This design comes from an exercise in tuning for small area on the open sky130 flow, not from production work.
Function was checked by simulation only, so behaviour that the tests miss may differ from the original.

## flow/design.v (module list and top-level ports; edited modules follow where they fit)
// module cpu: 469 lines
// module rf_read_bit: 20 lines
// module rf_read: 16 lines
// module add_ripple: 17 lines
// module add_ripple0: 16 lines
// module add_ripple1: 17 lines
// module add_cs: 22 lines
// module inc_ha: 16 lines
// module rot32n: 17 lines
// module c_fa: 4 lines
// module c_ha: 4 lines
// module c_and: 3 lines
// module c_or: 3 lines
// module c_nand: 3 lines
// module c_xor: 3 lines
// module c_xnor: 3 lines
// module c_oai22: 3 lines
// module c_nor: 3 lines
// module c_or4: 3 lines
// module c_mux2i: 3 lines
// module c_inv: 3 lines
// module c_nor4: 3 lines
// module c_aoi22: 3 lines
// module c_aoi222: 3 lines
// module c_nand4: 3 lines
// module c_nand3: 3 lines
// module c_or3: 3 lines
// module c_mux: 3 lines
// module c_gp: 4 lines
// module c_g: 3 lines
// module mul_enc0: 5 lines
// module mul_enc: 5 lines
// module signed_mul: 4218 lines
// module cpop_module: 109 lines
module cpu(
    input wire clk,
    input wire reset,
    output wire overflow_o,
    output wire zero_o,
    output wire if_id_flush_o,
    output wire stop_flag_o,
    output wire [31:0] instr_mem_address_o,
    output wire if_id_en_o,
    input wire [31:0] instr_mem_read_i,
    output wire [3:0] data_mem_we_o,
    output wire [31:0] data_mem_address_o,
    output wire [31:0] data_mem_write_o,
    input wire [31:0] data_mem_read_i
);
  // ...
==> flow/flow/run.sh <==
#!/bin/bash
# The standard layout, with the ports buffered by the smallest buffer
# (sky130_fd_sc_hd__buf_1) instead of sky130_fd_sc_hd__clkdlybuf4s50_1.
# Every input and output port still gets its own buffer.
set -e
export BUFFER_PORTS_ARGS="-buffer_cell sky130_fd_sc_hd__buf_1"
bash standard.sh > standard.log 2>&1
==> flow/standard.sh <==
#!/bin/bash
# synth_recipe.tcl (not shown) runs the flow's synth.tcl, then flattens the netlist and writes it again
# the make line also repeats each setting of config.mk as NAME=value (left out here)
make -C /OpenROAD-flow-scripts/flow DESIGN_CONFIG=/design/flow/config.mk WORK_HOME=/design/flow/orfs CLKGATE_MAP_FILE= SYNTH_SCRIPT=/design/flow/synth_recipe.tcl "${@:-finish}"
==> flow/config.mk <==
export PLATFORM = sky130hd
export DESIGN_NAME = cpu
export DESIGN_NICKNAME = cpu
export VERILOG_FILES = /design/flow/design.v
export SDC_FILE = /design/flow/constraint.sdc
export NUM_CORES = 4
export LEC_CHECK = 0
export CAP_MARGIN = 35
export CORE_MARGIN = 2
export CORE_UTILIZATION = 45
export CTS_CLUSTER_DIAMETER = 100
export CTS_CLUSTER_SIZE = 24
export SLEW_MARGIN = 35
export SYNTH_HIERARCHICAL = 1
export SYNTH_MINIMUM_KEEP_SIZE = 0
==> flow/constraint.sdc <==
create_clock -name core_clock -period 30.0 [get_ports {clk}]
set_input_delay 6.0000 -clock core_clock [delete_from_list [all_inputs] [get_ports {clk}]]
set_output_delay 6.0000 -clock core_clock [all_outputs]
set_load 0.01 [all_outputs]
==> results.txt, run 1 <==
die height around 430 µm; post_cts resized 0; sequential share of cell area 38.7%; first-pass iteration count of the detailed router 13; Final nets 7870; Die Area 184000 µm²; Reg2Reg Launch Point wb_rd[1]$_DFF_P_; overall routing resource usage 37.9%; Max Clock Skew 0.114 ns; comb_multi_in 5046; clk cell area share 2.00%; Synth Instances 6669; Num CTS Buffers 61; Congestion Overflow GR 0; WP depth 43; CP top delay family adder cells; metal3 WL 48.6 mm; area leader, netlist edfxtp_1; max_cap viols 0; Clock Sinks 1238; worst hold stages 0; top fanout value on the critical path 39; Seq/Total Area, Yosys 42.8%; Synth top area share 36.7%; simple-gate portion of the synthesized area under 10%; row cnt 155; FILL cells 15900; Max-slew headroom 32.5%; design area 89700 µm²; adder-cell area share of the yosys netlist 16.2%; status timing/DRC/antenna clean; Min-Delay Endpoint wb_stop$_DFF_P_; CTS root buf clkbuf_16
==> run 2: changes to the inputs <==
--- a/flow/config.mk
+++ b/flow/config.mk
@@ -12,2 +12,3 @@
 export CTS_CLUSTER_SIZE = 24
+export PLACE_DENSITY = 0.75
 export SLEW_MARGIN = 35
==> run 2 against run 1 <==
Still clean. Sequential share of layout area about the same. Cell count increased by 0.32%. First-iteration DRC count increased by 18%. Die area unchanged. Critical path depth decreased by 1. Non-clock buffer count increased by 21. Clock skew decreased by 0.045 ns. Register-to-register slack got worse by 0.57 ns. Highest routed layer unchanged.
==> results.txt, run 2 <==
Post-synth ARST share 0% (unchanged); Top FF cell, synth edfxtp_1 (unchanged); largest net degree at the start of global routing 60 (was 67); leading cell type in the layout, fill and taps excluded edfxtp_1 (unchanged); most frequent cells in the layout edfxtp_1 (992), a222oi_1 (704), xor2_1 (619), o22ai_1 (569), fa_1 (522) (was edfxtp_1 (992), a222oi_1 (704), xor2_1 (620), o22ai_1 (569), fa_1 (522)); share of cells above drive strength 1 10.4% (about the same); max_cap viols 0 (unchanged); Ports 171 (unchanged); Num CTS Buffers 61 (unchanged); Largest Register rf.q (unchanged); Clock Tree Buf Depth 3 (unchanged); Reg2Reg Launch Point wb_rd[1]$_DFF_P_ (unchanged); cell mode on critical path fa_1 (unchanged); most common cell in the netlist edfxtp_1 (unchanged); CTS tree done (unchanged); Finish-stage setup viols 0 (unchanged); Initial Utilization 45.3% (unchanged); dpl hpwl 242 mm (about the same); CP max-delay cell mux2i_1 (was fa_1); DR WL/cell 38.1 µm (was 38.2 µm); Final nets 7891 (was 7870); final wirelength 362 mm (about the same); Clock Latency Late Sink 0.78 ns (was 0.79 ns); Die X 428 µm (unchanged); Clock Sinks 1238 (unchanged); synthesized cell area 81100 µm² (unchanged); H-tree levels 2 (unchanged); reg2reg setup slack 11.09 ns (was 11.66 ns); min Tclk post-route 27.24 ns (was 27.04 ns); crit path to zero_o (unchanged); flip-flop count of the largest register after layout 992 (unchanged); GP Congestion 1.05 (was 1.04); initial antenna violation count 44 (was 32); worst slew pin tran 1.07 ns (was 1.01 ns); Synth Net Count 7469 (unchanged); reg-to-reg endpoint pc[31]$_SDFFE_PP0P_ (unchanged); I/O Buffers 169 (unchanged); pre-CTS WS 3.12 ns (was 3.01 ns); Max Slew Vio Count 0 (unchanged); top fanout value on the critical path 12 (was 39); critical setup path kind input pin to output port (unchanged); final hold vios 0 (unchanged); Post-CTS Hold Buffers 0 (unchanged); Final ANT Viol Nets 0 (unchanged); post_cts resized 0 (unchanged); Placeable Area 179000 µm² (unchanged); Syn-to-layout area delta 10.5% (was 10.6%); Congestion Overflow GR 0 (unchanged); total negative slack 0 ns (unchanged); post-synthesis register bit count 1238 (unchanged); Die Area 184000 µm² (unchanged); vias in the first global route 68600 (was 67100); synth cell count leaders edfxtp_1 (992), a222oi_1 (704), xor2_1 (621), o22ai_1 (569), fa_1 (522) (unchanged); Clock transition at path regs 0.10 ns (about the same); dominant cells by area after synthesis edfxtp_1 (37%), fa_1 (13%), a222oi_1 (8.7%) (unchanged); die height 428 µm (unchanged); worst setup margin 2.76 ns (was 2.96 ns); HP Class flip-flop to flip-flop (unchanged); first-pass iteration count of the detailed router 13 (unchanged); unrepaired setup endpoints after global routing no (unchanged); CP Capture Type output port (unchanged); warnings from Yosys 7 (unchanged); CTS root buf clkbuf_16 (unchanged); critical path required time 24.00 ns (about the same); Register-to-Register Path Depth 48 (was 50); post-synthesis cell type count 93 (unchanged); crit path launch data_mem_read_i[0] (unchanged); Post-CTS Repair Setup Buffers 0 (unchanged); mean area per synthesized cell 12.2 µm² (unchanged); EDFF count, synth 992 (unchanged); initial DRC count 16100 (was 13700); area leader, netlist edfxtp_1 (unchanged); cell count after placement 9383 (was 9358); Synth top area share 36.7% (unchanged); status timing/DRC/antenna clean (unchanged); overall routing resource usage 37.9% (about the same); Final Non-Filler Cells 9501 (was 9471); Max Clock Skew 0.0687 ns (was 0.114 ns); fmax 36.7 MHz (was 37.0 MHz); Max-slew headroom 26.9% (was 32.5%); first-pass GRT wire length 507 mm (was 504 mm); Via Count 71900 (was 69800); Seq/Total Area, Yosys 42.8% (unchanged); Synth Instances 6669 (unchanged); Worst setup SP type input pin (unchanged); final worst path period share 90.8% (was 90.1%); DRC Markers 0 (unchanged); Via density 7.57 (was 7.37); Arrival @ worst endpoint 21.24 ns (was 21.04 ns); max incr delay on CP 0.76 ns (was 0.69 ns); row cnt 155 (unchanged)
run 2: logic make-up after synthesis:
kind of cell	share of synthesized area, %
AOI/OAI and AO/OA	18.7
xor gates and xnor gates	7.63
adders and majority gates	16.2
buffers and inverters	1.83
DFF	42.8
muxes	4.61
other	0.0139
and+or+nand+nor	8.22
run 2: worst min path at each step:
stage,startpoint,cells after the start,slack [ns],end
2_1_floorplan,mem_stop$_DFF_P_,0,0.31,wb_stop$_DFF_P_
3_3_place_gp,mem_stop$_DFF_P_,0,0.31,wb_stop$_DFF_P_
3_5_place_dp,mem_stop$_DFF_P_,0,0.31,wb_stop$_DFF_P_
4_1_cts,mem_stop$_DFF_P_,0,0.33,wb_stop$_DFF_P_
5_1_grt,mem_stop$_DFF_P_,0,0.35,wb_stop$_DFF_P_
6_report,mem_stop$_DFF_P_,0,0.33,wb_stop$_DFF_P_
run 2: cell type report:
class / count / area [µm²]
fill: 15600 / 89200
multi-input combinational: 5046 / 45900
sequential: 1238 / 34700
timing repair buffer: 513 / 3220
tap: 2355 / 2950
clock buffer: 89 / 1640
inverter: 231 / 867
clock inverter: 11 / 221
antenna: 18 / 45.0
run 2: Yosys stat by module, one instance, submodules excluded, a selection:
module	cells inside	cell area, µm²	times used
cpop_module	11	111	1
c_ha	1	12.5	139
mul_enc	7	42.5	15
cpu	3187	46300	1
c_mux2i	1	10.0	256
c_xnor	1	8.76	11
c_nor	1	3.75	16
c_mux	1	15.0	11
c_g	1	7.51	62
run 2: critical path: cells and delay by family:
| family | cells | cell delay, ns |
|---|---|---|
| compound gates | 4 | 0.65 |
| fa+ha+maj | 22 | 9.14 |
| buf+inv | 7 | 1.38 |
| mux | 3 | 1.71 |
| simple gates | 6 | 2.33 |
run 2: routing by layer:
metal | global-route usage, % | share of wire [%] | vias to the layer above | wire length [µm]
met5 | 0.286 | 0.077 | - | 280
met4 | 25.3 | 8.8 | 32 | 31800
met3 | 11.6 | 15 | 1541 | 54700
met2 | 56.5 | 43 | 7083 | 154000
met1 | 47.6 | 33 | 35200 | 121000
li1 | - | - | 28000 | -
run 2: metrics by stage:
step / hold slack [ns] / cell area, µm² / utilization [%]
6_report: 0.333 / 89600 / 50.1
2_1_floorplan: 0.310 / 81100 / -
3_3_place_gp: 0.312 / 87500 / 48.9
4_1_cts: 0.334 / 89500 / 50.1
5_1_grt: 0.347 / 89600 / 50.1
3_5_place_dp: 0.314 / 87700 / 49.0
==> run 3: changes to the inputs <==
--- a/flow/config.mk
+++ b/flow/config.mk
@@ -12,3 +12,3 @@
 export CTS_CLUSTER_SIZE = 24
-export PLACE_DENSITY = 0.75
+export PLACE_DENSITY = 0.68
 export SLEW_MARGIN = 35
==> run 3 against run 2 <==
Largest cell class unchanged. Sequential share of layout area up 0.15 points. Die area is the same. Routed wire length shrank 0.58%. Non-clock buffer count is 36 lower. Critical endpoint unchanged. Sequential cell count is the same. Via count is 1.2% lower.
==> results.txt, run 3 <==
CTS tree done (unchanged); post-synthesis register bit count 1238 (unchanged); GR met2 Demand/Resource 55.8% (was 56.5%); initial antenna violation count 27 (was 44); Post-CTS Hold Buffers 0 (unchanged); Final Non-Filler Cells 9442 (was 9501); Clock Latency Late Sink 0.75 ns (was 0.78 ns); Synth Net Count 7469 (unchanged); Clock Tree Buf Depth 3 (unchanged); post-synthesis cell type count 93 (unchanged); most frequent cells in the layout edfxtp_1 (992), a222oi_1 (704), xor2_1 (620), o22ai_1 (569), fa_1 (522) (was edfxtp_1 (992), a222oi_1 (704), xor2_1 (619), o22ai_1 (569), fa_1 (522)); unrepaired setup endpoints after global routing no (unchanged); initial DRC count 15400 (was 16100); Buf/Inv on CP 5 (was 7); synth cell count leaders edfxtp_1 (992), a222oi_1 (704), xor2_1 (621), o22ai_1 (569), fa_1 (522) (unchanged); GR Util met3 12.8% (was 11.6%); top fanout value on the critical path 21 (was 12); critical path required time 24.00 ns (about the same); Die Area 184000 µm² (unchanged); Syn-to-layout area delta 10.1% (was 10.5%); worst slew pin tran 1.06 ns (was 1.07 ns); overall routing resource usage 37.7% (was 37.9%); Post-CTS Repair Setup Buffers 0 (unchanged); max_cap viols 0 (unchanged); fmax 36.8 MHz (was 36.7 MHz); CP top delay family adder cells (unchanged); Max Clock Skew 0.0518 ns (was 0.0687 ns); mean area per synthesized cell 12.2 µm² (unchanged); Largest Register rf.q (unchanged); Clock Sinks 1238 (unchanged); leading cell type in the layout, fill and taps excluded edfxtp_1 (unchanged); min Tclk post-route 27.15 ns (was 27.24 ns); Max-slew headroom 27.6% (was 26.9%); Clock transition at path regs 0.10 ns (about the same); warnings from Yosys 7 (unchanged); final hold vios 0 (unchanged); HP Class flip-flop to flip-flop (unchanged); Congestion Overflow GR 0 (unchanged); Synth top area share 36.7% (unchanged); first-pass GRT wire length 504 mm (was 507 mm); critical setup path kind input pin to output port (unchanged); Finish-stage setup viols 0 (unchanged); Via density 7.53 (was 7.57); Post-synth ARST share 0% (unchanged); row cnt 155 (unchanged); share of cells above drive strength 1 9.97% (was 10.4%); Via Count 71100 (was 71900); most common cell in the netlist edfxtp_1 (unchanged); Final ANT Viol Nets 0 (unchanged); DRC Markers 0 (unchanged); first-pass iteration count of the detailed router 12 (was 13); CTS root buf clkbuf_16 (unchanged); EDFF count, synth 992 (unchanged); Final nets 7853 (was 7891); Ports 171 (unchanged); final worst path period share 90.5% (was 90.8%); post_cts resized 0 (unchanged); Seq/Total Area, Yosys 42.8% (unchanged); Synth Instances 6669 (unchanged); cell mode on critical path fa_1 (unchanged); Max Slew Vio Count 0 (unchanged); CP max-delay cell mux2i_1 (unchanged); total negative slack 0 ns (unchanged); GR peak layer met2 (unchanged); Placeable Area 179000 µm² (unchanged); largest net degree at the start of global routing 64 (was 60); cell count after placement 9347 (was 9383); Num CTS Buffers 59 (was 61); Arrival @ worst endpoint 21.15 ns (was 21.24 ns); H-tree levels 2 (unchanged); GP Congestion 1.03 (was 1.05); max incr delay on CP 0.72 ns (was 0.76 ns); Initial Utilization 45.3% (unchanged); dominant cells by area after synthesis edfxtp_1 (37%), fa_1 (13%), a222oi_1 (8.7%) (unchanged); die height 428 µm (unchanged); status timing/DRC/antenna clean (unchanged); Top FF cell, synth edfxtp_1 (unchanged); CP Capture Type output port (unchanged); DR WL/cell 38.2 µm (was 38.1 µm); Worst setup SP type input pin (unchanged); final wirelength 360 mm (was 362 mm); M1 GR Usage 48.5% (was 47.6%); dpl hpwl 240 mm (was 242 mm); I/O Buffers 169 (unchanged); area leader, netlist edfxtp_1 (unchanged); flip-flop count of the largest register after layout 992 (unchanged); Die X 428 µm (unchanged); vias in the first global route 67700 (was 68600); synthesized cell area 81100 µm² (unchanged)
-- run 3: modules after synthesis (local to each module, per instance), excerpt --
module | cell area (µm²) | cells | flip-flops and latches | copies in the design
c_g | 7.51 | 1 | 0 | 62
c_aoi222 | 10.0 | 1 | 0 | 704
c_or | 6.26 | 1 | 0 | 11
c_nor | 3.75 | 1 | 0 | 16
cpop_module | 111 | 11 | 0 | 1
c_mux2i | 10.0 | 1 | 0 | 256
mul_enc | 42.5 | 7 | 0 | 15
signed_mul | 158 | 41 | 0 | 1
mul_enc0 | 16.3 | 3 | 0 | 1
c_gp | 13.8 | 2 | 0 | 52
c_mux | 15.0 | 1 | 0 | 11
c_fa | 20.0 | 1 | 0 | 519
c_nand4 | 6.26 | 1 | 0 | 128
c_nand | 3.75 | 1 | 0 | 144
-- run 3: worst paths after layout --
path,endpoint,slack [ns],cells past startpoint,from
worst max register to register,pc[31]$_SDFFE_PP0P_,11.34,49,wb_rd[0]$_DFF_P_
worst min-delay path,wb_stop$_DFF_P_,0.35,0,mem_stop$_DFF_P_
worst min register to register,wb_stop$_DFF_P_,0.35,0,mem_stop$_DFF_P_
worst max-delay path,zero_o,2.85,41,data_mem_read_i[1]
-- run 3: metrics by stage --
step	hold slack [ns]	worst slack [ns]	area (µm²)	util (%)
after floorplan	0.310	4.53	81100	-
after global placement	0.313	3.11	87300	48.8
after detailed placement	0.324	3.03	87500	48.9
after CTS	0.353	3.02	89200	49.9
after global routing	0.359	2.59	89200	49.9
final	0.355	2.85	89200	49.9
-- run 3: logic make-up (layout without fill, tap and decap cells) --
group	count (synthesis)	in the layout	synth area share, %
AO/OA/AOI/OAI	1930	1930	18.7
XOR/XNOR	706	706	7.63
adder cells (fa/ha/maj)	734	734	16.2
buffers and inverters	385	788	1.83
flip-flops	1238	1238	42.8
multiplexers	351	351	4.61
other	3	18	0.0139
AND/OR/NAND/NOR	1322	1322	8.22
-- run 3: layout make-up --
type	count	area, µm²
Multi-Input combinational cell	5046	46100
Clock inverter	9	140
Clock buffer	71	1520
Antenna cell	15	37.5
Tap cell	2355	2950
Timing Repair Buffer	477	2960
Fill cell	15700	89600
Sequential cell	1238	34700
Inverter	231	868
-- run 3: worst register-to-register path: cells and delay by family (launching register included) --
family,cells,cell delay (ns)
AO/OA/AOI/OAI,4,0.85
buffers and inverters,6,1.43
flip-flops,1,0.33
adder cells (fa/ha/maj),31,12.52
AND/OR/NAND/NOR,8,3.44
-- run 3: metal layers --
layer	vias to the layer above	part of all wire, %
met4	22	7.0
met5	-	0.041
li1	27900	-
met3	1299	15
met1	35400	35
met2	6432	43
==> run 4: changes to the inputs <==
==> flow/flow/run.sh (replaced) <==
#!/bin/bash
# The standard layout, with two changes:
# - the ports are buffered by the smallest buffer (sky130_fd_sc_hd__buf_1)
#   instead of sky130_fd_sc_hd__clkdlybuf4s50_1; every input and output port
#   still gets its own buffer;
# - after global routing, gates on paths with positive slack are downsized
#   (ORFS RECOVER_POWER).
set -e
export BUFFER_PORTS_ARGS="-buffer_cell sky130_fd_sc_hd__buf_1"
export RECOVER_POWER=100
bash standard.sh > standard.log 2>&1
--- a/flow/config.mk
+++ b/flow/config.mk
@@ -12,3 +12,2 @@
 export CTS_CLUSTER_SIZE = 24
-export PLACE_DENSITY = 0.68
 export SLEW_MARGIN = 35
==> run 4 against run 3 <==
Setup slack worse by 0.50 ns. Sequential cell count unchanged. Register-to-register slack lost 1.4 ns. Routed wire length grew 0.39%. Now fails the layout checks on capacitance limit, slew limit. Critical endpoint unchanged.
==> results.txt, run 4 <==
status finished with violations (was timing/DRC/antenna clean); SO Faults capacitance limit, slew limit; Max Slew Vio Count 1955 (was 0); min Tclk post-route 27.65 ns (was 27.15 ns); reg2reg setup slack 9.91 ns (was 11.34 ns); post-synthesis cell type count 93 (unchanged); Via density 7.33 (was 7.53); Final nets 7870 (was 7853); HP Class flip-flop to flip-flop (unchanged); Max Clock Skew 0.112 ns (was 0.0518 ns); Clock transition at path regs 0.10 ns (about the same); Initial Utilization 45.3% (unchanged); Register-to-Register Path Depth 50 (was 49); worst hold stages 0 (unchanged); initial DRC count 13600 (was 15400); area leader, netlist edfxtp_1 (unchanged); unrepaired setup endpoints after global routing no (unchanged); Reg2Reg Launch Point wb_rd[1]$_DFF_P_ (was wb_rd[0]$_DFF_P_); most common cell in the netlist edfxtp_1 (unchanged); leading cell type in the layout, fill and taps excluded edfxtp_1 (unchanged); initial antenna violation count 34 (was 27); synth cell count leaders edfxtp_1 (992), a222oi_1 (704), xor2_1 (621), o22ai_1 (569), fa_1 (522) (unchanged); Die Area 184000 µm² (unchanged); share of cells above drive strength 1 9.04% (was 9.97%); DRC Markers 0 (unchanged); dominant cells by area after synthesis edfxtp_1 (37%), fa_1 (13%), a222oi_1 (8.7%) (unchanged); EDFF count, synth 992 (unchanged); warnings from Yosys 7 (unchanged); CTS root buf clkbuf_16 (unchanged); post_cts resized 0 (unchanged); top fanout value on the critical path 39 (was 21); placed cell areas 87700 µm² (was 87500 µm²); max incr delay on CP 0.81 ns (was 0.72 ns); Seq/Total Area, Yosys 42.8% (unchanged); final wirelength 362 mm (was 360 mm); I/O Buffers 169 (unchanged); final worst path period share 92.2% (was 90.5%); Clock Sinks 1238 (unchanged); final hold vios 0 (unchanged); Synth Net Count 7469 (unchanged); Post-CTS Hold Buffers 0 (unchanged); Max-slew headroom -185% (was 27.6%); Arrival @ worst endpoint 21.65 ns (was 21.15 ns); fmax 36.2 MHz (was 36.8 MHz); total negative slack 0 ns (unchanged); Post-synth ARST share 0% (unchanged); largest net degree at the start of global routing 67 (was 64); crit path launch data_mem_read_i[0] (was data_mem_read_i[1]); Top FF cell, synth edfxtp_1 (unchanged); first-pass GRT wire length 504 mm (about the same); CTS tree done (unchanged); row cnt 155 (unchanged); critical setup path kind input pin to output port (unchanged); Final ANT Viol Nets 0 (unchanged); Syn-to-layout area delta 9.96% (was 10.1%); Post-CTS Repair Setup Buffers 0 (unchanged); Clock Latency Late Sink 0.78 ns (was 0.75 ns); Die X 428 µm (unchanged); synthesized cell area 81100 µm² (unchanged); Hold Slack 0.342 ns (was 0.355 ns); mean area per synthesized cell 12.2 µm² (unchanged); post-synthesis register bit count 1238 (unchanged); design area 89200 µm² (about the same); Worst setup SP type input pin (unchanged); vias in the first global route 67100 (was 67700); reg-to-reg endpoint pc[31]$_SDFFE_PP0P_ (unchanged); Via Count 69400 (was 71100); max_cap viols 63 (was 0); Synth top area share 36.7% (unchanged); worst slew pin tran 4.27 ns (was 1.06 ns); Synth Instances 6669 (unchanged); Min-Delay Endpoint wb_stop$_DFF_P_ (unchanged); cell mode on critical path fa_1 (unchanged); CP Capture Type output port (unchanged); overall routing resource usage 37.9% (was 37.7%); Hold Startpoint mem_stop$_DFF_P_ (unchanged); Congestion Overflow GR 0 (unchanged); GP Congestion 1.04 (was 1.03); critical path required time 24.00 ns (about the same); most frequent cells in the layout edfxtp_1 (992), a222oi_1 (704), xor2_1 (620), o22ai_1 (569), fa_1 (522) (unchanged); DR WL/cell 38.2 µm (about the same); Placeable Area 179000 µm² (unchanged); Clock Tree Buf Depth 3 (unchanged); dpl hpwl 242 mm (was 240 mm); Largest Register rf.q (unchanged); Num CTS Buffers 61 (was 59); die height 428 µm (unchanged); first-pass iteration count of the detailed router 15 (was 12); Ports 171 (unchanged); flip-flop count of the largest register after layout 992 (unchanged); CP max-delay cell mux2i_1 (unchanged); Finish-stage setup viols 0 (unchanged); H-tree levels 2 (unchanged)
[run 4: changes by cell type in the layout (fill, tap and decap cells not counted), sizes merged]
cell,delta
clkbuf,+68
buf,-52
diode,+13
clkinvlp,+2
bufinv,-1
clkinv,+1
inv,+1
[run 4: layout make-up]
cell class | count | area, µm²
sequential | 1238 | 34700
antenna | 28 | 70.1
clock buffer | 72 | 1580
tap | 2355 | 2950
timing repair buffer | 492 | 2890
inverter | 231 | 870
fill | 16100 | 89600
multi-input combinational | 5046 | 45900
clock inverter | 12 | 214
[run 4: routing by layer]
metal	track usage [%]	routed length, µm	vias to the layer above
met5	0	157	-
met3	12.4	48100	1115
li1	-	-	28000
met2	57.8	159000	5387
met1	47.7	130000	34900
met4	20.9	24400	22
[run 4: how the worst max path moves through the flow]
stage / end
floorplan: zero_o
global placement: zero_o
detailed placement: zero_o
CTS: zero_o
global route: zero_o
finish: zero_o
[run 4: logic make-up (layout without fill, tap and decap cells)]
| logic type | count (synthesis) | after routing | synth area share (%) |
|---|---|---|---|
| compound gates | 1930 | 1930 | 18.7 |
| simple gates | 1322 | 1322 | 8.22 |
| fa+ha+maj | 734 | 734 | 16.2 |
| other cells | 3 | 31 | 0.0139 |
| mux | 351 | 351 | 4.61 |
| flops | 1238 | 1238 | 42.8 |
| buf+inv | 385 | 807 | 1.83 |
| xor+xnor | 706 | 706 | 7.63 |
[run 4: stage by stage]
step                worst slack [ns]  instances  util (%)
global placement                3.10       9356      48.9
finish                          2.35       9474      49.9
CTS                             3.03       9442      50.0
detailed placement              3.01       9358      49.0
global route                    1.84       9447      49.8
floorplan                       4.53       6669         -
[run 4: critical path: cells and delay by family]
| family | cells | cell delay [ns] |
|---|---|---|
| adders and majority gates | 22 | 8.92 |
| and+or+nand+nor | 7 | 2.21 |
| muxes | 3 | 1.99 |
| buffers and inverters | 5 | 1.34 |
| AOI/OAI and AO/OA | 4 | 0.87 |
| xor gates and xnor gates | 1 | 0.23 |
[run 4: Yosys stat by module, one instance, submodules excluded, a selection]
module / times used / cells / cell area [µm²] / flops+latches
signed_mul: 1 / 41 / 158 / 0
cpop_module: 1 / 11 / 111 / 0
c_fa: 519 / 1 / 20.0 / 0
mul_enc0: 1 / 3 / 16.3 / 0
c_gp: 52 / 2 / 13.8 / 0
c_mux2i: 256 / 1 / 10.0 / 0
c_xor: 592 / 1 / 8.76 / 0
c_g: 62 / 1 / 7.51 / 0
c_or4: 64 / 1 / 7.51 / 0
c_nand4: 128 / 1 / 6.26 / 0
c_nand: 144 / 1 / 3.75 / 0

==> port drivers added, routing unchanged <==
The flow's constraints put no driver on any port. The routed layouts listed below were extracted and timed again, unchanged, in two steps.
Step 1: set_driving_cell puts a clkbuf_16 on clk and a buf_2 on each other input, an assumption about the parent block.
Step 2 moves the port delays by t, midway between the first and last clock arrival at a register: inputs arrive t later, outputs are due t later. That takes back most of the time a late clock gives input paths.
Three values: ideal ports, drivers, drivers and shift; two values: the first two.
| run | t (ns) | setup WS [ns] | slew at the worst register clock pin (ns) |
|---|---|---|---|
| run 1 | 0.818 | 2.964 / 2.936 / 2.936 | 0.12 / 0.12 |
| run 2 | 0.814 | 2.759 / 2.734 / 2.734 | 0.11 / 0.11 |
| run 3 | 0.799 | 2.852 / 2.828 / 2.828 | 0.11 / 0.11 |
| run 4 | 0.815 | 2.352 / 2.325 / 2.325 | 0.12 / 0.12 |
For run 1, which loses most, drivers alone change the setup slack by -0.028 ns; drivers and shift together by -0.028 ns.
